Context: an optimization exercise on an open-source flow, tuned for small area and a short achievable clock period. The choices shown serve that exercise and are no tape-out recipe. In this exercise RTL edits were held to simulation tests only and were not proved equivalent to the original. No activity file was given, so power comes from the tool's default toggle rates.

Design swt16_top, start of the top module:
module swt16_top (
    input             clock,
    input             reset,
    output     [11:0] out_pmem_addr,
    input      [15:0] in_pmem_word,
    output     [11:0] out_dmem_rd_addr,
    input      [15:0] in_dmem_rd_word,
    output     [11:0] out_dmem_wr_addr,
    output     [15:0] out_dmem_wr_word,
    output            out_dmem_write_en,
    output            out_nop_in_WB
);
    reg [11:0] f_pc;         
    reg        f_bub;        
    reg [15:0] f_iw;         
    reg        f_stl;        
    reg [15:0] d_iw;         
    reg [11:0] d_pc;         
    reg        d_cyc;        
    reg        d_flush;
    reg        d_bub;
    reg [3:0]  d_rs2;        
    reg        d_u1, d_u2;   
    reg        p_e1, p_e2;   
    reg        p_z1, p_z2;   
    reg        p_m1, p_m2;   
    reg [15:0] e_a, e_b, e_c;
    reg        e_add, e_neg, e_mul, e_sll, e_srl, e_sra, e_and, e_or, e_xor;
    reg        e_beq, e_bgt, e_blt, e_br1, e_jmp;
    reg        e_ldw, e_ldbs, e_ldbu, e_stw, e_stb, e_wr, e_vex, e_vmem;
    reg [3:0]  e_rd;
    reg        e_flush, e_nop, e_c0;
    reg [15:0] m_res;
    reg [3:0]  m_rd;
    reg        m_wr, m_vmem, m_ldw, m_ldbs, m_ldbu, m_a0, m_nop;
    wire [255:0] rf_flat;
    wire [15:0]  rf_vld;
    wire [15:0] b_eff = e_b ^ {16{e_neg}};
    wire [15:0] sum   = e_a + b_eff + {15'd0, e_neg};
    wire        sum_z = (sum == 16'd0);
    wire        sum_n = sum[15];
  ...
For scale: ~2500 cells after synthesis, about 430 flip-flops.
==> flow/config.mk <==
export PLATFORM = sky130hd
export DESIGN_NAME = swt16_top
export DESIGN_NICKNAME = swt16_top
export VERILOG_FILES = /design/flow/design.v
export SDC_FILE = /design/flow/constraint.sdc
export NUM_CORES = 4
export LEC_CHECK = 0
export ABC_CLOCK_PERIOD_IN_PS = 4000
export CAP_MARGIN = 20
export CORE_MARGIN = 2
export CORE_UTILIZATION = 60
export SETUP_SLACK_MARGIN = 5
export SLEW_MARGIN = 20
export TNS_END_PERCENT = 20
==> flow/constraint.sdc <==
create_clock -name core_clock -period 10.5 [get_ports {clock}]
set_input_delay 2.1000 -clock core_clock [delete_from_list [all_inputs] [get_ports {clock}]]
set_output_delay 2.1000 -clock core_clock [all_outputs]
set_load 0.01 [all_outputs]
standard.sh (not shown) runs the stock make flow with config.mk's settings and CLKGATE_MAP_FILE= SYNTH_SCRIPT=/design/flow/synth_recipe.tcl, a recipe that flattens the netlist after the stock synthesis.
==> flow/flow/run.sh <==
#!/bin/bash
# Standard ORFS flow with two layout changes: port buffers use the smallest
# buffer cell (the resizer upsizes where needed), and clock tree synthesis
# adds no dummy loads.
set -uo pipefail
export BUFFER_PORTS_ARGS="-buffer_cell sky130_fd_sc_hd__buf_1"
export CTS_ARGS="-sink_clustering_enable -repair_clock_nets -dont_use_dummy_load -buf_list sky130_fd_sc_hd__clkbuf_8"
bash standard.sh synth > synth.log 2>&1 || exit 1
bash standard.sh finish > layout.log 2>&1 || exit 1
Rerun with:
==> flow/flow/run.sh (replaced) <==
#!/bin/bash
# Standard ORFS flow with two layout changes: port buffers use the smallest
# buffer cell (the resizer upsizes where needed), and clock tree synthesis
# adds no dummy loads.
set -uo pipefail
export BUFFER_PORTS_ARGS="-buffer_cell sky130_fd_sc_hd__buf_1"
export CTS_ARGS="-sink_clustering_enable -repair_clock_nets -dont_use_dummy_load -buf_list sky130_fd_sc_hd__clkbuf_8 -sink_clustering_size 17 -sink_clustering_max_diameter 70"
bash standard.sh synth > synth.log 2>&1 || exit 1
bash standard.sh finish > layout.log 2>&1 || exit 1
- TNS_END_PERCENT: 20 -> unset
Worst hold slack improved by 7.0 ps.
Die area does not change.
Global-route usage came out lower by 0.52 points.
Rerun with:
==> flow/flow/run.sh (replaced) <==
#!/bin/bash
# Standard ORFS flow with two layout changes: port buffers use the smallest
# buffer cell (the resizer upsizes where needed), and clock tree synthesis
# adds no dummy loads.
set -uo pipefail
export BUFFER_PORTS_ARGS="-buffer_cell sky130_fd_sc_hd__buf_1"
export CTS_ARGS="-sink_clustering_enable -repair_clock_nets -dont_use_dummy_load -buf_list sky130_fd_sc_hd__clkbuf_8 -sink_clustering_size 14 -sink_clustering_max_diameter 60"
bash standard.sh synth > synth.log 2>&1 || exit 1
bash standard.sh finish > layout.log 2>&1 || exit 1
After rerunning: Final area is about the same. Flip-flop and latch count does not change. Total power is higher slightly. Final cell count barely changes. Routed wire length hardly moves. Count of clock-buffer cells in the layout is higher by 6. Synthesized area does not change. Global-route usage stays flat. Setup slack improved by 3.3 ps. Sequential share of layout area is about the same. Fmax is about the same.

Starting RTL as in the previous note.
==> flow/design.v (excerpt) <==
module swt16_top (
    input             clock,
    input             reset,
    output     [11:0] out_pmem_addr,
    input      [15:0] in_pmem_word,
    output     [11:0] out_dmem_rd_addr,
    input      [15:0] in_dmem_rd_word,
    output     [11:0] out_dmem_wr_addr,
    output     [15:0] out_dmem_wr_word,
    output            out_dmem_write_en,
    output            out_nop_in_WB
);
    reg [11:0] f_pc;         
    reg        f_bub;        
    reg [15:0] f_iw;         
    reg        f_stl;        
    reg [15:0] d_iw;         
    reg [11:0] d_pc;         
    reg        d_cyc;        
    reg        d_flush;
    reg        d_bub;
    reg [3:0]  d_rs2;        
    reg        d_u1, d_u2;   
    reg        p_e1, p_e2;   
    reg        p_z1, p_z2;   
    reg        p_m1, p_m2;   
    reg [15:0] e_a, e_b, e_c;
    reg        e_add, e_neg, e_mul, e_sll, e_srl, e_sra, e_and, e_or, e_xor;
    reg        e_beq, e_bgt, e_blt, e_br1, e_jmp;
    reg        e_ldw, e_ldbs, e_ldbu, e_stw, e_stb, e_wr, e_vex, e_vmem;
    reg [3:0]  e_rd;
    reg        e_flush, e_nop, e_c0;
    reg [15:0] m_res;
    reg [3:0]  m_rd;
    reg        m_wr, m_vmem, m_ldw, m_ldbs, m_ldbu, m_a0, m_nop;
    wire [255:0] rf_flat;
    wire [15:0]  rf_vld;
    wire [15:0] b_eff = e_b ^ {16{e_neg}};
    wire [15:0] sum   = e_a + b_eff + {15'd0, e_neg};
    wire        sum_z = (sum == 16'd0);
    wire        sum_n = sum[15];
  ...
export LEC_CHECK = 0
export ABC_CLOCK_PERIOD_IN_PS = 4000
export CAP_MARGIN = 10
export CORE_MARGIN = 2
export CORE_UTILIZATION = 70
export SETUP_SLACK_MARGIN = 5
export SLEW_MARGIN = 10
create_clock -name core_clock -period 10.5 [get_ports {clock}]
==> flow/flow/run.sh <==
#!/bin/bash
# Standard ORFS flow with two layout changes: port buffers use the smallest
# buffer cell (the resizer upsizes where needed), and clock tree synthesis
# adds no dummy loads.
set -uo pipefail
export BUFFER_PORTS_ARGS="-buffer_cell sky130_fd_sc_hd__buf_1"
export CTS_ARGS="-sink_clustering_enable -repair_clock_nets -dont_use_dummy_load -buf_list sky130_fd_sc_hd__clkbuf_8"
bash standard.sh synth > synth.log 2>&1 || exit 1
bash standard.sh finish > layout.log 2>&1 || exit 1
Rerun with:
==> flow/flow/run.sh (replaced) <==
#!/bin/bash
# Standard ORFS flow with two layout changes: port buffers use the smallest
# buffer cell (the resizer upsizes where needed), and clock tree synthesis
# adds no dummy loads.
set -uo pipefail
export BUFFER_PORTS_ARGS="-buffer_cell sky130_fd_sc_hd__buf_1"
export CTS_ARGS="-sink_clustering_enable -repair_clock_nets -dont_use_dummy_load -buf_list sky130_fd_sc_hd__clkbuf_4"
bash standard.sh synth > synth.log 2>&1 || exit 1
bash standard.sh finish > layout.log 2>&1 || exit 1
- CAP_MARGIN: 10 -> 20
- CORE_UTILIZATION: 70 -> 60
- SLEW_MARGIN: 10 -> 20
The new run completed without violations.
Synthesized cell count does not change.
Global-route usage came out lower by 5.5 points.
Total power barely changes.
Via count came out lower by about 1%.
Final area came out higher by about 1.6%.

separate check: timing with driven ports:
How much do the figures lean on ideal ports? The routed layouts below were timed once more, with nothing changed but the port constraints.
Step 1 (the two cells are an assumption about what drives the block):
set clk [get_ports {clock}]
set_driving_cell -lib_cell sky130_fd_sc_hd__clkbuf_16 $clk
set_driving_cell -lib_cell sky130_fd_sc_hd__buf_2 [delete_from_list [all_inputs] $clk]
Step 2 times the ports against the registers' clock, not the clock port: input delays grow and output delays shrink by t, the midpoint of the rising clock arrivals with the driver on.
Slacks: ideal ports / drivers / drivers and shift; pairs: ideal ports / drivers.
| run | t (ns) | slack for setup (ns) | latest minus earliest clock arrival (ns) | cell pins on the clock port's net |
|---|---|---|---|---|
| the first run of note 1 | 0.676 | 4.959 / 4.905 / 5.057 | 0.085 / 0.085 | 1 |
| the second run of note 1 | 0.667 | 4.926 / 4.869 / 5.080 | 0.077 / 0.077 | 1 |
| the third run of note 1 | 0.658 | 4.929 / 4.872 / 5.057 | 0.161 / 0.162 | 1 |
| the first run of note 2 | 0.646 | 4.963 / 4.909 / 5.001 | 0.114 / 0.114 | 1 |
| the second run of note 2 | 0.867 | 4.718 / 4.665 / 5.076 | 0.149 / 0.149 | 1 |
After both steps setup and hold are still met in every run listed.
